What follows belongs to an exercise in optimizing a design on an open flow for small area, a short achievable clock period and few clock cycles per item; a production flow would make more cautious choices.
Function was checked by simulation only, so behaviour that the tests miss may differ from the original.

==> flow/design.v (excerpt) <==
module FP16_div(
    input [15:0]data_dividend,
    input [15:0]data_divisor,
    input input_valid,
    input clk,
    input rst,
    output [15:0]data_q,
    output reg output_update,
    output reg idle
    );
    reg found;               
    reg st;                  
    reg qr1, qr2;            
    reg s;                   
    reg rnd;                 
    reg ltr;                 
    reg [11:0] X;            
    reg [10:0] D;            
    reg [6:0] E;             
    reg [9:0] M;             
    wire busy = ~idle;
    wire load = input_valid & idle;
    wire [4:0] ea = data_dividend[14:10];
    wire [4:0] eb = data_divisor[14:10];
    wire ea_nz = |ea;
    wire eb_nz = |eb;
    wire lt = ea_nz & eb_nz & (data_dividend[9:6] < data_divisor[9:6]);
    wire [11:0] X_in = lt ? {1'b1, data_dividend[9:0], 1'b0} : {1'b0, ea_nz, data_dividend[9:0]};
    wire [10:0] D_in = {eb_nz, data_divisor[9:0]};
    wire [4:0] ex = {ea[4:1], ea[0] | ~ea_nz};
    wire [4:0] ed = {eb[4:1], eb[0] | ~eb_nz};
    wire [6:0] E_in = {2'b00, ex} + {2'b00, ~ed} + 7'b1110000;    
    wire [11:0] nD = ~{1'b0, D};
    wire [11:0] X2 = {X[10:0], 1'b0};
    wire [11:0] A = X[11:0] + nD + 12'd1;                      
  ...
For scale: about 53 I/O pins, about 5100 µm² of cells after synthesis.
clock: 5.0 ns
lec_check: 0
cap_margin: 20
core_margin: 2
core_utilization: 40
cts_buf_list: sky130_fd_sc_hd__clkbuf_4 sky130_fd_sc_hd__clkbuf_8
setup_slack_margin: 1.5
slew_margin: 20
standard.sh (not shown) runs the stock make flow with config.mk's settings and CLKGATE_MAP_FILE= SYNTH_SCRIPT=/design/flow/synth_recipe.tcl, a recipe that flattens the netlist after the stock synthesis.
==> flow/flow/run.sh <==
#!/bin/bash
# Standard layout, with the port buffers made from buf_2 cells.
set -euo pipefail
export BUFFER_PORTS_ARGS="-buffer_cell sky130_fd_sc_hd__buf_2"
bash standard.sh > standard.log 2>&1
Testbench counts at the start, summed over its fixed seeds: cycles 48,597, items 8,000.
Change:
==> flow/flow/run.sh (replaced) <==
#!/bin/bash
# Standard layout; the port buffers are placed by flow/bufports.tcl (buf_1 on
# inputs, buf_2 on outputs) instead of by the standard global-placement step.
set -euo pipefail
export DONT_BUFFER_PORTS=1
export PRE_GLOBAL_PLACE_TCL="$PWD/flow/bufports.tcl"
bash standard.sh > standard.log 2>&1
==> flow/flow/bufports.tcl (new file) <==
# Port buffers: buf_1 on the inputs, buf_2 on the outputs.
buffer_ports -inputs -buffer_cell sky130_fd_sc_hd__buf_1
buffer_ports -outputs -buffer_cell sky130_fd_sc_hd__buf_2
- SETUP_SLACK_MARGIN: 1.5 -> 1.65
The new run finished clean.
First-iteration DRC count is lower by a few percent.
Wire length drops slightly.
Design area goes down by a few percent.
Sequential share of layout area climbs by 0.99 points.
Final cell count drops by a few percent.
Worst hold slack improved by 0.072 ns.
Worst setup slack gains 0.071 ns.
Flip-flop and latch count stays the same.
Change:
==> flow/flow/run.sh (replaced) <==
#!/bin/bash
# Standard layout, with the port buffers made from buf_2 cells.
set -euo pipefail
export BUFFER_PORTS_ARGS="-buffer_cell sky130_fd_sc_hd__buf_2"
bash standard.sh > standard.log 2>&1
- CTS_BUF_LIST: sky130_fd_sc_hd__clkbuf_4 sky130_fd_sc_hd__clkbuf_8 -> sky130_fd_sc_hd__clkbuf_16
- CTS_CLUSTER_DIAMETER: not set -> 200
- CTS_CLUSTER_SIZE: not set -> 50
removed: flow/flow/bufports.tcl
Design area is higher by 7.5%. Setup slack gains 0.0046 ns. Hold slack got worse by 0.065 ns. Via count rose by about 4.5%. Utilization rises by 3.4 points. Fmax stays flat.

Setup of alpha:
FP16_div, a different RTL version from the one above (not shown whole).
Size in the first run: roughly 49 flip-flops, about 53 I/O pins.
clock: 5.0 ns
lec_check: 0
abc_clock_period_in_ps: 1500
cap_margin: 20
core_margin: 2
core_utilization: 40
slew_margin: 20
run.sh (not shown) runs the stock make flow with config.mk's settings and CLKGATE_MAP_FILE= SYNTH_SCRIPT=/design/flow/synth_recipe.tcl, a recipe that flattens the netlist after the stock synthesis.
Stock flow here: none of the scripts above is used.
alpha: flow completed, timing, DRC and antenna clean
Testbench counts of alpha, summed over its fixed seeds: cycles 51,532, items 8,000.
What beta does differently from alpha at the input level:
# alpha
export LEC_CHECK = 0
export ABC_CLOCK_PERIOD_IN_PS = 1500
export CAP_MARGIN = 20
export CORE_MARGIN = 2
export CORE_UTILIZATION = 40
export SLEW_MARGIN = 20
create_clock -name core_clock -period 5.0 [get_ports {clk}]
# beta
export LEC_CHECK = 0
export ABC_CLOCK_PERIOD_IN_PS = 1500
export CAP_MARGIN = 20
export CORE_MARGIN = 2
export CORE_UTILIZATION = 40
export SETUP_SLACK_MARGIN = 2.8
export SLEW_MARGIN = 20
create_clock -name core_clock -period 5.0 [get_ports {clk}]
Results
- | area share of buffers outside the clock network | beta vs alpha | 7.1 points higher |
- Changes observed in beta relative to alpha: number of gates on the worst path with buffers counted up 1; average vias per placed instance saw a decrease.
- A start point of the critical path of D[0]$_DFFE_PP_ is what alpha shows, while X[0]$_DFFE_PP_ belongs to beta.
- The final layout from beta, which completed every stage, passed the timing, design-rule and antenna checks at the end of the flow.
Changes in gamma relative to beta:
# beta
export LEC_CHECK = 0
export ABC_CLOCK_PERIOD_IN_PS = 1500
export CAP_MARGIN = 20
export CORE_MARGIN = 2
export CORE_UTILIZATION = 40
export SETUP_SLACK_MARGIN = 2.8
export SLEW_MARGIN = 20
create_clock -name core_clock -period 5.0 [get_ports {clk}]
# gamma
export LEC_CHECK = 0
export CAP_MARGIN = 20
export CORE_MARGIN = 2
export CORE_UTILIZATION = 40
export SLEW_MARGIN = 20
create_clock -name core_clock -period 5.0 [get_ports {clk}]
Findings:
gamma has completed all stages; timing, DRC and antenna checks passed. Compared with beta, gamma has less setup slack. For beta, the endpoint of the worst setup timing path was X[3]$_DFFE_PP_, unlike gamma, where it was X[11]$_SDFFE_PP0P_. gamma — slew at the pin closest to its max-slew limit 0.052 ns lower, beta as reference. Wire: gamma routes less than beta. Design area is lower on gamma. For the global-route usage, gamma came in 2.7 points lower than beta did.

Setup of indigo:
Another version of the RTL of FP16_div (not shown whole).
For scale: about 570 cells after synthesis, about 0.0050 sq mm of cells after synthesis.
Settings: LEC_CHECK=0, CAP_MARGIN=20, CORE_MARGIN=2, CORE_UTILIZATION=40, SETUP_SLACK_MARGIN=1.5, SLEW_MARGIN=20; clock period 5.0 ns.
standard.sh (not shown) runs the stock make flow with config.mk's settings and CLKGATE_MAP_FILE= SYNTH_SCRIPT=/design/flow/synth_recipe.tcl, a recipe that flattens the netlist after the stock synthesis.
==> flow/flow/run.sh <==
#!/bin/bash
# Standard layout, with the port buffers made from buf_2 cells.
set -euo pipefail
export BUFFER_PORTS_ARGS="-buffer_cell sky130_fd_sc_hd__buf_1"
bash standard.sh > standard.log 2>&1
In summary, indigo completed successfully, with a layout that passed the timing, design-rule and antenna checks.
Testbench counts of indigo, summed over its fixed seeds: cycles 51,570, items 8,000.
The inputs of yarrow differ from those of indigo as listed below.
# indigo
export LEC_CHECK = 0
export CAP_MARGIN = 20
export CORE_MARGIN = 2
export CORE_UTILIZATION = 40
export SETUP_SLACK_MARGIN = 1.5
export SLEW_MARGIN = 20
create_clock -name core_clock -period 5.0 [get_ports {clk}]
# yarrow
export LEC_CHECK = 0
export CAP_MARGIN = 20
export CORE_MARGIN = 2
export CORE_UTILIZATION = 40
export CTS_BUF_LIST = sky130_fd_sc_hd__clkbuf_8
export CTS_CLUSTER_SIZE = 30
export SETUP_SLACK_MARGIN = 1.5
export SLEW_MARGIN = 20
create_clock -name core_clock -period 5.0 [get_ports {clk}]
==> flow/flow/run.sh <==
#!/bin/bash
# Standard layout, with the port buffers made from buf_2 cells.
set -euo pipefail
export BUFFER_PORTS_ARGS="-buffer_cell sky130_fd_sc_hd__buf_2"
bash standard.sh > standard.log 2>&1
==> results.txt <==
From indigo to yarrow the numbers moved as follows: met1 wire length now sits lower, area growth from synthesis to final layout now sits lower, post-route standard cell area excluding fillers now sits lower, global routing met1 resource utilization now sits at about the same level, via count now sits lower.
Re smallest hold slack: yarrow is 0.013 ns up on indigo.
Max share of the cycle needed by the critical path after routing across indigo and yarrow: indigo
The flow did not stop early for yarrow: all stages ran, and the layout cleared the timing, design-rule and antenna checks.
The flow did not stop early for indigo: all stages ran, and the layout cleared the timing, design-rule and antenna checks.
diff inputs: yarrow => pepper
# yarrow
export LEC_CHECK = 0
export CAP_MARGIN = 20
export CORE_MARGIN = 2
export CORE_UTILIZATION = 40
export CTS_BUF_LIST = sky130_fd_sc_hd__clkbuf_8
export CTS_CLUSTER_SIZE = 30
export SETUP_SLACK_MARGIN = 1.5
export SLEW_MARGIN = 20
create_clock -name core_clock -period 5.0 [get_ports {clk}]
# pepper
export LEC_CHECK = 0
export CAP_MARGIN = 20
export CORE_MARGIN = 2
export CORE_UTILIZATION = 40
export CTS_BUF_LIST = sky130_fd_sc_hd__clkbuf_4 sky130_fd_sc_hd__clkbuf_8
export SETUP_SLACK_MARGIN = 1.5
export SLEW_MARGIN = 20
export TNS_END_PERCENT = 100
create_clock -name core_clock -period 5.0 [get_ports {clk}]
==> comparison <==
Diff yarrow..pepper | total detailed-routing wirelength | negligible. On share of the final layout cell area in multi-input gates, yarrow and pepper are neck and neck.
The following lists how zinc was set up differently from pepper:
# pepper
export LEC_CHECK = 0
export CAP_MARGIN = 20
export CORE_MARGIN = 2
export CORE_UTILIZATION = 40
export CTS_BUF_LIST = sky130_fd_sc_hd__clkbuf_4 sky130_fd_sc_hd__clkbuf_8
export SETUP_SLACK_MARGIN = 1.5
export SLEW_MARGIN = 20
export TNS_END_PERCENT = 100
create_clock -name core_clock -period 5.0 [get_ports {clk}]
# zinc
export LEC_CHECK = 0
export CAP_MARGIN = 20
export CORE_MARGIN = 2
export CORE_UTILIZATION = 40
export SETUP_SLACK_MARGIN = 1.75
export SLEW_MARGIN = 20
create_clock -name core_clock -period 5.0 [get_ports {clk}]
Findings:
Summary of zinc over pepper: global-route total usage across every layer fell by 0.22 points. Non-clock buffer area fraction after layout: lower on pepper. Hold slack essentially unchanged between zinc and pepper.
#### Input delta (raven over zinc)
# zinc
export LEC_CHECK = 0
export CAP_MARGIN = 20
export CORE_MARGIN = 2
export CORE_UTILIZATION = 40
export SETUP_SLACK_MARGIN = 1.75
export SLEW_MARGIN = 20
create_clock -name core_clock -period 5.0 [get_ports {clk}]
# raven
export LEC_CHECK = 0
export CAP_MARGIN = 20
export CORE_MARGIN = 2
export CORE_UTILIZATION = 40
export CTS_BUF_LIST = sky130_fd_sc_hd__clkbuf_4 sky130_fd_sc_hd__clkbuf_8
export GPL_TIMING_DRIVEN = 1
export SETUP_SLACK_MARGIN = 1.5
export SLEW_MARGIN = 20
create_clock -name core_clock -period 5.0 [get_ports {clk}]
Findings:
raven finished every step from synthesis to the final layout, and the layout passed the timing, design-rule and antenna checks.
zinc and raven ended up with roughly the same vias per cell.
Combined flip-flop and latch cell area: raven vs zinc, no meaningful difference
Comparing shortest period the worst path allows for zinc and raven, the smaller number came from zinc.
Post-CTS repair timing setup buffer count ended up 14 lower on raven than on zinc.
Between zinc and raven, the maximum net fanout on the critical path is lower for zinc.
#### Input delta (lagoon over raven)
# raven
export LEC_CHECK = 0
export CAP_MARGIN = 20
export CORE_MARGIN = 2
export CORE_UTILIZATION = 40
export CTS_BUF_LIST = sky130_fd_sc_hd__clkbuf_4 sky130_fd_sc_hd__clkbuf_8
export GPL_TIMING_DRIVEN = 1
export SETUP_SLACK_MARGIN = 1.5
export SLEW_MARGIN = 20
create_clock -name core_clock -period 5.0 [get_ports {clk}]
# lagoon
export LEC_CHECK = 0
export CAP_MARGIN = 20
export CORE_MARGIN = 2
export CORE_UTILIZATION = 40
export CTS_BUF_LIST = sky130_fd_sc_hd__clkbuf_4 sky130_fd_sc_hd__clkbuf_8
export SETUP_SLACK_MARGIN = 1.5
export SLEW_MARGIN = 20
create_clock -name core_clock -period 5.0 [get_ports {clk}]
- Status: die footprint parity (lagoon, raven)
- | fraction of synthesized area in multiplexers | raven vs lagoon | ≈ equal |
- Per the comparison of lagoon with raven, setup slack saw little to no change; synthesized area saw little to no change; sequential share of layout area saw little to no change.

[separate check: timing with driven ports]
The results above use ideal ports. As a check the final layouts listed here were re-extracted and re-timed, cells and wires unchanged.
Step 1: set_driving_cell puts a clkbuf_16 on clk and a buf_2 on each other input, an assumption about the parent block.
Step 2, shift: input delay + t, output delay - t, t = (earliest + latest rising clock arrival at the registers) / 2. This alone moves slack from input paths to output paths.
Slacks: no drivers / after step 1 / after step 2; pairs: no drivers / after step 1.
| run | t, ns | setup slack, ns | worst register clock-pin slew, ns |
|---|---|---|---|
| the first run of note 1 | 0.338 | 1.677 / 1.659 / 1.384 | 0.10 / 0.10 |
| the second run of note 1 | 0.345 | 1.748 / 1.715 / 1.545 | 0.10 / 0.10 |
| the third run of note 1 | 0.322 | 1.753 / 1.719 / 1.452 | 0.07 / 0.07 |
| alpha | 0.337 | 0.590 / 0.590 / 0.590 | 0.08 / 0.08 |
| beta | 0.336 | 0.958 / 0.958 / 0.958 | 0.08 / 0.08 |
| gamma | 0.337 | 0.590 / 0.590 / 0.590 | 0.08 / 0.08 |
| indigo | 0.318 | 1.588 / 1.588 / 1.553 | 0.07 / 0.07 |
| yarrow | 0.339 | 1.638 / 1.618 / 1.529 | 0.10 / 0.10 |
| pepper | 0.339 | 1.638 / 1.618 / 1.529 | 0.10 / 0.10 |
| zinc | 0.325 | 1.770 / 1.753 / 1.628 | 0.07 / 0.07 |
| raven | 0.339 | 1.638 / 1.618 / 1.529 | 0.10 / 0.10 |
| lagoon | 0.339 | 1.638 / 1.618 / 1.529 | 0.10 / 0.10 |
After both steps setup and hold are still met in every run listed. The setup slack of the third run of note 1, which loses most, moves by -0.034 ns with the drivers and by -0.301 ns with both steps.
